Background: an optimization exercise with open tools, aiming at small area, a short achievable clock period and few clock cycles per item. Do not read the settings as production practice.
Only the layout flow was run in this run; the RTL was not checked for function there.

**flow/constraint.sdc**
```tcl
create_clock -name core_clock -period 4.5 [get_ports {clk}]
set_input_delay 0.9000 -clock core_clock [delete_from_list [all_inputs] [get_ports {clk}]]
set_output_delay 0.9000 -clock core_clock [all_outputs]
set_load 0.01 [all_outputs]
```
**flow/config.mk**
```make
export PLATFORM = sky130hd
export DESIGN_NAME = mult_controller
export DESIGN_NICKNAME = mult_controller
export VERILOG_FILES = /design/flow/design.v
export SDC_FILE = /design/flow/constraint.sdc
export NUM_CORES = 4
export LEC_CHECK = 0
export CAP_MARGIN = 20
export CORE_MARGIN = 2
export CORE_UTILIZATION = 40
export SLEW_MARGIN = 20
```
**flow/design.v**
```verilog
module mult_controller #(
    parameter integer WIDTH = 32
)
(
    input logic clk,
    input logic rst_n,
    input logic start,
    input logic signed [WIDTH - 1: 0] multiplicand,
    input logic signed [WIDTH - 1: 0] multiplier,
    output logic signed [2 * WIDTH - 1: 0] product,
    output logic done
);
    logic [63:0] p;      
    logic busy;
    logic [1:0] cnt;
    wire [32:0] bx = {multiplier, 1'b0};
    wire [8:0] win = bx[8*cnt +: 9];
    wire [32:0] am = {multiplicand[31], multiplicand};   
    wire [32:0] a2 = {multiplicand, 1'b0};               
    wire [3:0] ng;
    wire [2:0] w0 = win[2:0];
    wire one0 = w0[0] ^ w0[1];
    wire two0 = (w0[2] & ~w0[1] & ~w0[0]) | (~w0[2] & w0[1] & w0[0]);
    assign ng[0] = w0[2];
    wire [32:0] x0 = ((am & {33{one0}}) | (a2 & {33{two0}})) ^ {33{ng[0]}};
    wire [2:0] w1 = win[4:2];
    wire one1 = w1[0] ^ w1[1];
    wire two1 = (w1[2] & ~w1[1] & ~w1[0]) | (~w1[2] & w1[1] & w1[0]);
    assign ng[1] = w1[2];
    wire [32:0] x1 = ((am & {33{one1}}) | (a2 & {33{two1}})) ^ {33{ng[1]}};
    wire [2:0] w2 = win[6:4];
    wire one2 = w2[0] ^ w2[1];
    wire two2 = (w2[2] & ~w2[1] & ~w2[0]) | (~w2[2] & w2[1] & w2[0]);
    assign ng[2] = w2[2];
    wire [32:0] x2 = ((am & {33{one2}}) | (a2 & {33{two2}})) ^ {33{ng[2]}};
    wire [2:0] w3 = win[8:6];
    wire one3 = w3[0] ^ w3[1];
    wire two3 = (w3[2] & ~w3[1] & ~w3[0]) | (~w3[2] & w3[1] & w3[0]);
    assign ng[3] = w3[2];
    wire [32:0] x3 = ((am & {33{one3}}) | (a2 & {33{two3}})) ^ {33{ng[3]}};
    wire [31:0] acc = p[63:32] & {32{busy}};
    wire s1 = x0[4] ^ x1[2];
    wire c2 = x0[4] & x1[2];
    wire s3 = x0[5] ^ x1[3];
    wire c4 = x0[5] & x1[3];
    wire s5 = x0[6] ^ x1[4] ^ x2[2];
    wire c6 = (x0[6] & x1[4]) | (x0[6] & x2[2]) | (x1[4] & x2[2]);
    wire s7 = x3[0] ^ ng[3];
    wire c8 = x3[0] & ng[3];
    wire s9 = x0[7] ^ x1[5] ^ x2[3];
    wire c10 = (x0[7] & x1[5]) | (x0[7] & x2[3]) | (x1[5] & x2[3]);
    wire s11 = x3[1] ^ acc[7];
    wire c12 = x3[1] & acc[7];
    wire s13 = x0[8] ^ x1[6] ^ x2[4];
    wire c14 = (x0[8] & x1[6]) | (x0[8] & x2[4]) | (x1[6] & x2[4]);
    wire s15 = x3[2] ^ acc[8];
    wire c16 = x3[2] & acc[8];
    wire s17 = x0[9] ^ x1[7] ^ x2[5];
    wire c18 = (x0[9] & x1[7]) | (x0[9] & x2[5]) | (x1[7] & x2[5]);
    wire s19 = x3[3] ^ acc[9];
    wire c20 = x3[3] & acc[9];
    wire s21 = x0[10] ^ x1[8] ^ x2[6];
    wire c22 = (x0[10] & x1[8]) | (x0[10] & x2[6]) | (x1[8] & x2[6]);
    wire s23 = x3[4] ^ acc[10];
    wire c24 = x3[4] & acc[10];
    wire s25 = x0[11] ^ x1[9] ^ x2[7];
    wire c26 = (x0[11] & x1[9]) | (x0[11] & x2[7]) | (x1[9] & x2[7]);
    wire s27 = x3[5] ^ acc[11];
    wire c28 = x3[5] & acc[11];
    wire s29 = x0[12] ^ x1[10] ^ x2[8];
    wire c30 = (x0[12] & x1[10]) | (x0[12] & x2[8]) | (x1[10] & x2[8]);
    wire s31 = x3[6] ^ acc[12];
    wire c32 = x3[6] & acc[12];
    wire s33 = x0[13] ^ x1[11] ^ x2[9];
    wire c34 = (x0[13] & x1[11]) | (x0[13] & x2[9]) | (x1[11] & x2[9]);
    wire s35 = x3[7] ^ acc[13];
    wire c36 = x3[7] & acc[13];
    wire s37 = x0[14] ^ x1[12] ^ x2[10];
    wire c38 = (x0[14] & x1[12]) | (x0[14] & x2[10]) | (x1[12] & x2[10]);
    wire s39 = x3[8] ^ acc[14];
    wire c40 = x3[8] & acc[14];
    wire s41 = x0[15] ^ x1[13] ^ x2[11];
    wire c42 = (x0[15] & x1[13]) | (x0[15] & x2[11]) | (x1[13] & x2[11]);
    wire s43 = x3[9] ^ acc[15];
    wire c44 = x3[9] & acc[15];
    wire s45 = x0[16] ^ x1[14] ^ x2[12];
    wire c46 = (x0[16] & x1[14]) | (x0[16] & x2[12]) | (x1[14] & x2[12]);
    wire s47 = x3[10] ^ acc[16];
    wire c48 = x3[10] & acc[16];
    wire s49 = x0[17] ^ x1[15] ^ x2[13];
    wire c50 = (x0[17] & x1[15]) | (x0[17] & x2[13]) | (x1[15] & x2[13]);
    wire s51 = x3[11] ^ acc[17];
    wire c52 = x3[11] & acc[17];
    wire s53 = x0[18] ^ x1[16] ^ x2[14];
    wire c54 = (x0[18] & x1[16]) | (x0[18] & x2[14]) | (x1[16] & x2[14]);
    wire s55 = x3[12] ^ acc[18];
    wire c56 = x3[12] & acc[18];
    wire s57 = x0[19] ^ x1[17] ^ x2[15];
    wire c58 = (x0[19] & x1[17]) | (x0[19] & x2[15]) | (x1[17] & x2[15]);
    wire s59 = x3[13] ^ acc[19];
    wire c60 = x3[13] & acc[19];
    wire s61 = x0[20] ^ x1[18] ^ x2[16];
    wire c62 = (x0[20] & x1[18]) | (x0[20] & x2[16]) | (x1[18] & x2[16]);
    wire s63 = x3[14] ^ acc[20];
    wire c64 = x3[14] & acc[20];
    wire s65 = x0[21] ^ x1[19] ^ x2[17];
    wire c66 = (x0[21] & x1[19]) | (x0[21] & x2[17]) | (x1[19] & x2[17]);
    wire s67 = x3[15] ^ acc[21];
    wire c68 = x3[15] & acc[21];
    wire s69 = x0[22] ^ x1[20] ^ x2[18];
    wire c70 = (x0[22] & x1[20]) | (x0[22] & x2[18]) | (x1[20] & x2[18]);
    wire s71 = x3[16] ^ acc[22];
    wire c72 = x3[16] & acc[22];
    wire s73 = x0[23] ^ x1[21] ^ x2[19];
    wire c74 = (x0[23] & x1[21]) | (x0[23] & x2[19]) | (x1[21] & x2[19]);
    wire s75 = x3[17] ^ acc[23];
    wire c76 = x3[17] & acc[23];
    wire s77 = x0[24] ^ x1[22] ^ x2[20];
    wire c78 = (x0[24] & x1[22]) | (x0[24] & x2[20]) | (x1[22] & x2[20]);
    wire s79 = x3[18] ^ acc[24];
    wire c80 = x3[18] & acc[24];
    wire s81 = x0[25] ^ x1[23] ^ x2[21];
    wire c82 = (x0[25] & x1[23]) | (x0[25] & x2[21]) | (x1[23] & x2[21]);
    wire s83 = x3[19] ^ acc[25];
    wire c84 = x3[19] & acc[25];
    wire s85 = x0[26] ^ x1[24] ^ x2[22];
    wire c86 = (x0[26] & x1[24]) | (x0[26] & x2[22]) | (x1[24] & x2[22]);
    wire s87 = x3[20] ^ acc[26];
    wire c88 = x3[20] & acc[26];
    wire s89 = x0[27] ^ x1[25] ^ x2[23];
    wire c90 = (x0[27] & x1[25]) | (x0[27] & x2[23]) | (x1[25] & x2[23]);
    wire s91 = x3[21] ^ acc[27];
    wire c92 = x3[21] & acc[27];
    wire s93 = x0[28] ^ x1[26] ^ x2[24];
    wire c94 = (x0[28] & x1[26]) | (x0[28] & x2[24]) | (x1[26] & x2[24]);
    wire s95 = x3[22] ^ acc[28];
    wire c96 = x3[22] & acc[28];
    wire s97 = x0[29] ^ x1[27] ^ x2[25];
    wire c98 = (x0[29] & x1[27]) | (x0[29] & x2[25]) | (x1[27] & x2[25]);
    wire s99 = x3[23] ^ acc[29];
    wire c100 = x3[23] & acc[29];
    wire s101 = x0[30] ^ x1[28] ^ x2[26];
    wire c102 = (x0[30] & x1[28]) | (x0[30] & x2[26]) | (x1[28] & x2[26]);
    wire s103 = x3[24] ^ acc[30];
    wire c104 = x3[24] & acc[30];
    wire s105 = x0[31] ^ x1[29] ^ x2[27];
    wire c106 = (x0[31] & x1[29]) | (x0[31] & x2[27]) | (x1[29] & x2[27]);
    wire s107 = x3[25] ^ ~acc[31] ^ 1'b1;
    wire c108 = (x3[25] & ~acc[31]) | (x3[25] & 1'b1) | (~acc[31] & 1'b1);
    wire s109 = ~x0[32] ^ x1[30] ^ x2[28];
    wire c110 = (~x0[32] & x1[30]) | (~x0[32] & x2[28]) | (x1[30] & x2[28]);
    wire s111 = x1[31] ^ x2[29];
    wire c112 = x1[31] & x2[29];
    wire s113 = x0[2] ^ x1[0];
    wire c114 = x0[2] & x1[0];
    wire s115 = x0[3] ^ x1[1];
    wire c116 = x0[3] & x1[1];
    wire s117 = s1 ^ x2[0] ^ ng[2];
    wire c118 = (s1 & x2[0]) | (s1 & ng[2]) | (x2[0] & ng[2]);
    wire s119 = s3 ^ x2[1] ^ acc[5];
    wire c120 = (s3 & x2[1]) | (s3 & acc[5]) | (x2[1] & acc[5]);
    wire s121 = s5 ^ s7 ^ acc[6];
    wire c122 = (s5 & s7) | (s5 & acc[6]) | (s7 & acc[6]);
    wire s123 = s9 ^ s11 ^ c6;
    wire c124 = (s9 & s11) | (s9 & c6) | (s11 & c6);
    wire s125 = s13 ^ s15 ^ c10;
    wire c126 = (s13 & s15) | (s13 & c10) | (s15 & c10);
    wire s127 = s17 ^ s19 ^ c14;
    wire c128 = (s17 & s19) | (s17 & c14) | (s19 & c14);
    wire s129 = s21 ^ s23 ^ c18;
    wire c130 = (s21 & s23) | (s21 & c18) | (s23 & c18);
    wire s131 = s25 ^ s27 ^ c22;
    wire c132 = (s25 & s27) | (s25 & c22) | (s27 & c22);
    wire s133 = s29 ^ s31 ^ c26;
    wire c134 = (s29 & s31) | (s29 & c26) | (s31 & c26);
    wire s135 = s33 ^ s35 ^ c30;
    wire c136 = (s33 & s35) | (s33 & c30) | (s35 & c30);
    wire s137 = s37 ^ s39 ^ c34;
    wire c138 = (s37 & s39) | (s37 & c34) | (s39 & c34);
    wire s139 = s41 ^ s43 ^ c38;
    wire c140 = (s41 & s43) | (s41 & c38) | (s43 & c38);
    wire s141 = s45 ^ s47 ^ c42;
    wire c142 = (s45 & s47) | (s45 & c42) | (s47 & c42);
    wire s143 = s49 ^ s51 ^ c46;
    wire c144 = (s49 & s51) | (s49 & c46) | (s51 & c46);
    wire s145 = s53 ^ s55 ^ c50;
    wire c146 = (s53 & s55) | (s53 & c50) | (s55 & c50);
    wire s147 = s57 ^ s59 ^ c54;
    wire c148 = (s57 & s59) | (s57 & c54) | (s59 & c54);
    wire s149 = s61 ^ s63 ^ c58;
    wire c150 = (s61 & s63) | (s61 & c58) | (s63 & c58);
    wire s151 = s65 ^ s67 ^ c62;
    wire c152 = (s65 & s67) | (s65 & c62) | (s67 & c62);
    wire s153 = s69 ^ s71 ^ c66;
    wire c154 = (s69 & s71) | (s69 & c66) | (s71 & c66);
    wire s155 = s73 ^ s75 ^ c70;
    wire c156 = (s73 & s75) | (s73 & c70) | (s75 & c70);
    wire s157 = s77 ^ s79 ^ c74;
    wire c158 = (s77 & s79) | (s77 & c74) | (s79 & c74);
    wire s159 = s81 ^ s83 ^ c78;
    wire c160 = (s81 & s83) | (s81 & c78) | (s83 & c78);
    wire s161 = s85 ^ s87 ^ c82;
    wire c162 = (s85 & s87) | (s85 & c82) | (s87 & c82);
    wire s163 = s89 ^ s91 ^ c86;
    wire c164 = (s89 & s91) | (s89 & c86) | (s91 & c86);
    wire s165 = s93 ^ s95 ^ c90;
    wire c166 = (s93 & s95) | (s93 & c90) | (s95 & c90);
    wire s167 = s97 ^ s99 ^ c94;
    wire c168 = (s97 & s99) | (s97 & c94) | (s99 & c94);
    wire s169 = s101 ^ s103 ^ c98;
    wire c170 = (s101 & s103) | (s101 & c98) | (s103 & c98);
    wire s171 = s105 ^ s107 ^ c102;
    wire c172 = (s105 & s107) | (s105 & c102) | (s107 & c102);
    wire s173 = s109 ^ x3[26] ^ c106;
    wire c174 = (s109 & x3[26]) | (s109 & c106) | (x3[26] & c106);
    wire s175 = s111 ^ x3[27] ^ 1'b1;
    wire c176 = (s111 & x3[27]) | (s111 & 1'b1) | (x3[27] & 1'b1);
    wire s177 = ~x1[32] ^ x2[30] ^ x3[28];
    wire c178 = (~x1[32] & x2[30]) | (~x1[32] & x3[28]) | (x2[30] & x3[28]);
    wire s179 = x2[31] ^ x3[29];
    wire c180 = x2[31] & x3[29];
    wire s181 = x0[0] ^ ng[0];
    wire c182 = x0[0] & ng[0];
    wire s183 = x0[1] ^ acc[1];
    wire c184 = x0[1] & acc[1];
    wire s185 = s113 ^ ng[1] ^ acc[2];
    wire c186 = (s113 & ng[1]) | (s113 & acc[2]) | (ng[1] & acc[2]);
    wire s187 = s115 ^ acc[3] ^ c114;
    wire c188 = (s115 & acc[3]) | (s115 & c114) | (acc[3] & c114);
    wire s189 = s117 ^ acc[4] ^ c116;
    wire c190 = (s117 & acc[4]) | (s117 & c116) | (acc[4] & c116);
    wire s191 = s119 ^ c2 ^ c118;
    wire c192 = (s119 & c2) | (s119 & c118) | (c2 & c118);
    wire s193 = s121 ^ c4 ^ c120;
    wire c194 = (s121 & c4) | (s121 & c120) | (c4 & c120);
    wire s195 = s123 ^ c8 ^ c122;
    wire c196 = (s123 & c8) | (s123 & c122) | (c8 & c122);
    wire s197 = s125 ^ c12 ^ c124;
    wire c198 = (s125 & c12) | (s125 & c124) | (c12 & c124);
    wire s199 = s127 ^ c16 ^ c126;
    wire c200 = (s127 & c16) | (s127 & c126) | (c16 & c126);
    wire s201 = s129 ^ c20 ^ c128;
    wire c202 = (s129 & c20) | (s129 & c128) | (c20 & c128);
    wire s203 = s131 ^ c24 ^ c130;
    wire c204 = (s131 & c24) | (s131 & c130) | (c24 & c130);
    wire s205 = s133 ^ c28 ^ c132;
    wire c206 = (s133 & c28) | (s133 & c132) | (c28 & c132);
    wire s207 = s135 ^ c32 ^ c134;
    wire c208 = (s135 & c32) | (s135 & c134) | (c32 & c134);
    wire s209 = s137 ^ c36 ^ c136;
    wire c210 = (s137 & c36) | (s137 & c136) | (c36 & c136);
    wire s211 = s139 ^ c40 ^ c138;
    wire c212 = (s139 & c40) | (s139 & c138) | (c40 & c138);
    wire s213 = s141 ^ c44 ^ c140;
    wire c214 = (s141 & c44) | (s141 & c140) | (c44 & c140);
    wire s215 = s143 ^ c48 ^ c142;
    wire c216 = (s143 & c48) | (s143 & c142) | (c48 & c142);
    wire s217 = s145 ^ c52 ^ c144;
    wire c218 = (s145 & c52) | (s145 & c144) | (c52 & c144);
    wire s219 = s147 ^ c56 ^ c146;
    wire c220 = (s147 & c56) | (s147 & c146) | (c56 & c146);
    wire s221 = s149 ^ c60 ^ c148;
    wire c222 = (s149 & c60) | (s149 & c148) | (c60 & c148);
    wire s223 = s151 ^ c64 ^ c150;
    wire c224 = (s151 & c64) | (s151 & c150) | (c64 & c150);
    wire s225 = s153 ^ c68 ^ c152;
    wire c226 = (s153 & c68) | (s153 & c152) | (c68 & c152);
    wire s227 = s155 ^ c72 ^ c154;
    wire c228 = (s155 & c72) | (s155 & c154) | (c72 & c154);
    wire s229 = s157 ^ c76 ^ c156;
    wire c230 = (s157 & c76) | (s157 & c156) | (c76 & c156);
    wire s231 = s159 ^ c80 ^ c158;
    wire c232 = (s159 & c80) | (s159 & c158) | (c80 & c158);
    wire s233 = s161 ^ c84 ^ c160;
    wire c234 = (s161 & c84) | (s161 & c160) | (c84 & c160);
    wire s235 = s163 ^ c88 ^ c162;
    wire c236 = (s163 & c88) | (s163 & c162) | (c88 & c162);
    wire s237 = s165 ^ c92 ^ c164;
    wire c238 = (s165 & c92) | (s165 & c164) | (c92 & c164);
    wire s239 = s167 ^ c96 ^ c166;
    wire c240 = (s167 & c96) | (s167 & c166) | (c96 & c166);
    wire s241 = s169 ^ c100 ^ c168;
    wire c242 = (s169 & c100) | (s169 & c168) | (c100 & c168);
    wire s243 = s171 ^ c104 ^ c170;
    wire c244 = (s171 & c104) | (s171 & c170) | (c104 & c170);
    wire s245 = s173 ^ c108 ^ c172;
    wire c246 = (s173 & c108) | (s173 & c172) | (c108 & c172);
    wire s247 = s175 ^ c110 ^ c174;
    wire c248 = (s175 & c110) | (s175 & c174) | (c110 & c174);
    wire s249 = s177 ^ c112 ^ c176;
    wire c250 = (s177 & c112) | (s177 & c176) | (c112 & c176);
    wire s251 = s179 ^ 1'b1 ^ c178;
    wire c252 = (s179 & 1'b1) | (s179 & c178) | (1'b1 & c178);
    wire s253 = ~x2[32] ^ x3[30] ^ c180;
    wire c254 = (~x2[32] & x3[30]) | (~x2[32] & c180) | (x3[30] & c180);
    wire s255 = x3[31] ^ 1'b1;
    wire c256 = x3[31] & 1'b1;
    wire [39:0] r0 = {1'b1 , ~x3[32] , s255 , s253 , s251 , s249 , s247 , s245 , s243 , s241 , s239 , s237 , s235 , s233 , s231 , s229 , s227 , s225 , s223 , s221 , s219 , s217 , s215 , s213 , s211 , s209 , s207 , s205 , s203 , s201 , s199 , s197 , s195 , s193 , s191 , s189 , s187 , s185 , s183 , s181};
    wire [39:0] r1 = {1'b0 , c256 , c254 , c252 , c250 , c248 , c246 , c244 , c242 , c240 , c238 , c236 , c234 , c232 , c230 , c228 , c226 , c224 , c222 , c220 , c218 , c216 , c214 , c212 , c210 , c208 , c206 , c204 , c202 , c200 , c198 , c196 , c194 , c192 , c190 , c188 , c186 , c184 , c182 , acc[0]};
    wire [39:0] sum = r0 + r1;
    always_ff @(posedge clk or negedge rst_n) begin
        if (!rst_n) begin
            busy <= 1'b0;
            cnt  <= '0;
            done <= 1'b0;
        end else if (busy) begin
            cnt <= cnt + 1'b1;
            if (cnt == 2'd3) begin
                busy <= 1'b0;
                done <= 1'b1;
            end
        end else if (start) begin
            cnt  <= 1;
            busy <= 1'b1;
            done <= 1'b0;
        end
    end
    always_ff @(posedge clk) begin
        if (busy || start)
            p <= {sum[39:8], sum[7:0], p[31:8]};
    end
    assign product = p;
endmodule
```
**flow/run.sh**
```bash
#!/bin/bash
# synth_recipe.tcl (not shown) runs the flow's synth.tcl, then flattens the netlist and writes it again
# the make line also repeats each setting of config.mk as NAME=value (left out here)
make -C /OpenROAD-flow-scripts/flow DESIGN_CONFIG=/design/flow/config.mk WORK_HOME=/design/flow/orfs CLKGATE_MAP_FILE= SYNTH_SCRIPT=/design/flow/synth_recipe.tcl finish
```
==> summary.txt <==
registers in the layout, summed over array words and instances (netlist names):
register / cells
done: 1
cnt: 2
busy: 1
p: 64
synth_stat cells, drive strengths merged, types with 2 or more instances:
cell type / number
dfrtp: 4
xnor2: 30
xor2: 15
mux2i: 4
a31oi: 4
buf: 114
nand4: 7
a22oi: 10
inv: 42
o211ai: 2
o21a: 6
ha: 76
nand3: 10
a21o: 15
nor2b: 7
o21ai: 39
nor3: 2
a21oi: 175
a221oi: 114
nand2: 296
edfxtp: 64
o221ai: 3
a21boi: 4
mux4: 8
o21bai: 7
a211oi: 4
nor4: 2
nand2b: 3
mux2: 2
nor2: 147
fa: 90
clkbuf: 45
and2: 42
stage by stage:
stage / hold WS, ns
final: 0.448
after global routing: 0.455
after CTS: 0.452
after detailed placement: 0.439
after global placement: 0.427
after floorplan: 0.499
cell families (layout without fill, tap and decap cells):
kind of cell | after synthesis | after routing | synth area share, %
simple gates | 522 | 524 | 18.5
compound gates | 391 | 391 | 27.6
buf+inv | 201 | 605 | 7.95
fa+ha+maj | 167 | 167 | 23.4
flops | 68 | 68 | 17.1
xor+xnor | 45 | 45 | 3.40
mux | 14 | 14 | 2.06
metal layers:
metal | global-route usage (%) | share of wire (%) | routed length, µm | vias to the layer above
met4 | 11.2 | 4.3 | 1790 | 2
met5 | 0 | 0.031 | 13 | -
met1 | 31.3 | 39 | 16500 | 6010
met3 | 2.55 | 4.3 | 1790 | 104
met2 | 46.9 | 52 | 21800 | 415
li1 | - | - | - | 5754
timing repair:
action,CTS,global route
pin swaps,132,102
resized for setup,315,130
cloned,9,1
setup endpoints to repair,35,36
setup buffers,63,29
endpoints found under the hold margin,0,0
critical path, delay by kind of cell:
family	cells	cell delay [ns]
buf+inv	6	0.61
fa+ha+maj	4	1.76
simple gates	4	0.56
compound gates	5	0.98
xor+xnor	2	0.38
mux	1	0.64
worst min path at each step:
stage                      from     to  depth (start not counted)
final                     p[20]  p[12]                          0
after detailed placement  p[20]  p[12]                          0
after global routing      p[18]  p[10]                          0
after floorplan            p[8]   p[0]                          0
after global placement     p[8]   p[0]                          0
after CTS                 p[18]  p[10]                          0
layout make-up:
type	instances	area, µm²
inverters	42	158
clock inverters	7	75.1
clock buffers	9	225
repair buffers	547	5080
fillers	2289	10300
well taps	384	480
flip-flops and latches	68	2020
multi-input cells	1141	10500
==> out/results.ini <==
[run_status]
status = complete, but fails checks
so_faults = negative setup slack

[cts]
htree_num_levels = 3
cts_tree = done
clkTransAtPathRegs_ns = 0.06
cts_max_path_buffers = 2
clkLatencyLatePin_ns = 0.34
cts_inserted_buffers = 9
hold_buffers = 0
root_buffer = clkbuf_16
cts_num_sinks = 68

[synth]
yosysWarnings = 1
synth.top_cell.area_share_pct = 16.3
post-synth-top-area-cell = edfxtp_1
syn_avg_cell_area_um2 = 8.38
synth_cell_types = 62
synth_seq_cells = 68
synth-edff-count = 64
synth_flop_cell = edfxtp_1
yosysSeqAreaShare_pct = 17.1
synth_fp_nets = 1641
syn_area_um2 = 11800
synth_cells = 1408
synth_area_leaders = edfxtp_1 16%, fa_1 15%, a221oi_2 13%, nand2_1 9.4%, ha_1 8.1%
synthArstFlopShare_pct = 5.88

[grt]
grt_pass1_wl_um = 63800
grt_max_degree = 36
antenna_found_initial = 2
grt_overflow = 0
grt_usage_pct = 26.0
grt_pass1_vias = 12100

[place]
port-buffer-count = 131
placed_area_um2 = 15700
pre_cts_ws_ns = -1.95
place_congestion = 0.920
dp.cells = 2092
hpwlAfterDp_um = 30100

[setup_path]
crit_path_end = p[61]
cp_common_cell = fa_1
end_kind = flop
max_stage_delay_ns = 0.64
reg2reg_depth = 20
start_kind = primary input
worstPathCellList = buf_6 -> mux4_2 -> xnor2_4 -> nor2_4 -> buf_12 -> buf_8 -> a221oi_4 -> fa_1 -> fa_1 -> inv_1 -> fa_1 -> inv_2 -> ha_4 -> buf_6 -> nand4_1 -> nor2_1 -> o21ai_1 -> nor3b_4 -> a21oi_4 -> a21oi_4 -> o41ai_2 -> xor2_1
required_ns = 4.58
critPathLaunch = multiplier[27]
r2r-end = p[62]
cp.arrival_ns = 5.85
crit_type = primary input to flop
r2r_start = cnt[0]
critPathSlowestCell = mux4_2
cp_max_fo = 7
rrSetupSlack_ns = -1.16

[timing]
setup_tns_ns = -33.12
finalSetupViolCount = 35
final.setup.worst_slack_ns = -1.27
max_freq_ghz = 0.173
slew_violations = 0
finClkSkew_ns = 0.0161
max-slew-margin-rel_pct = 64.6
period_minus_slack_ns = 5.77
fin_crit_sh_pct = 128
rsz0062_at_grt = true
hold_viol_final = 0
worstMarginPinSlew_ns = 0.531

[route]
dr.pass1.iters = 5
drtAntennaViolNets = 0
wl_per_cell_um = 19.1
routed_wirelength_um = 41900
drtIter0Drc = 859
num_vias = 12300
viasPerCell = 5.59
route.detailed.drc = 0

[floorplanning]
core_um2 = 28900
die_w_um = 176
die_y_um = 176
die-area_um2 = 30900
io_pins = 132
start_util_pct = 40.9
fp-row-count = 62

[final_layout]
fin_area_um2 = 18500
mostFrequentLayoutCells = 320 x buf_4, 271 x nand2_1, 124 x a21oi_1, 124 x nor2_1, 100 x clkdlybuf4s50_1
instances_no_fill = 2198
finish.utilization_pct = 64.2
layout.nets = 2042
drive_above_1_share_pct = 43.2
final_common_cell = buf_4
n_antenna_cell = 0
synthToLayoutAreaGrowth_pct = 57.0

[min_path]
hold_class = flop to flop

[job]
maxCapViolations = 0

-- separate check: timing with driven ports --
Ports are ideal in the flow. The routed layout listed here was re-timed in OpenROAD.
Step 1: set_driving_cell puts a clkbuf_16 on clk and a buf_2 on each other input, an assumption about the parent block.
Step 2, shift: input delay + t, output delay - t, t = (earliest + latest rising clock arrival at the registers) / 2. This alone moves slack from input paths to output paths.
Slacks: ideal ports / drivers / drivers and shift; pairs: ideal ports / drivers.
shift t [ns]: 0.373
setup WS [ns]: -1.270 / -1.273 / -1.646
worst setup path at the end: input to register
The setup slack of this run moves by -0.003 ns with the drivers and by -0.376 ns with both steps.
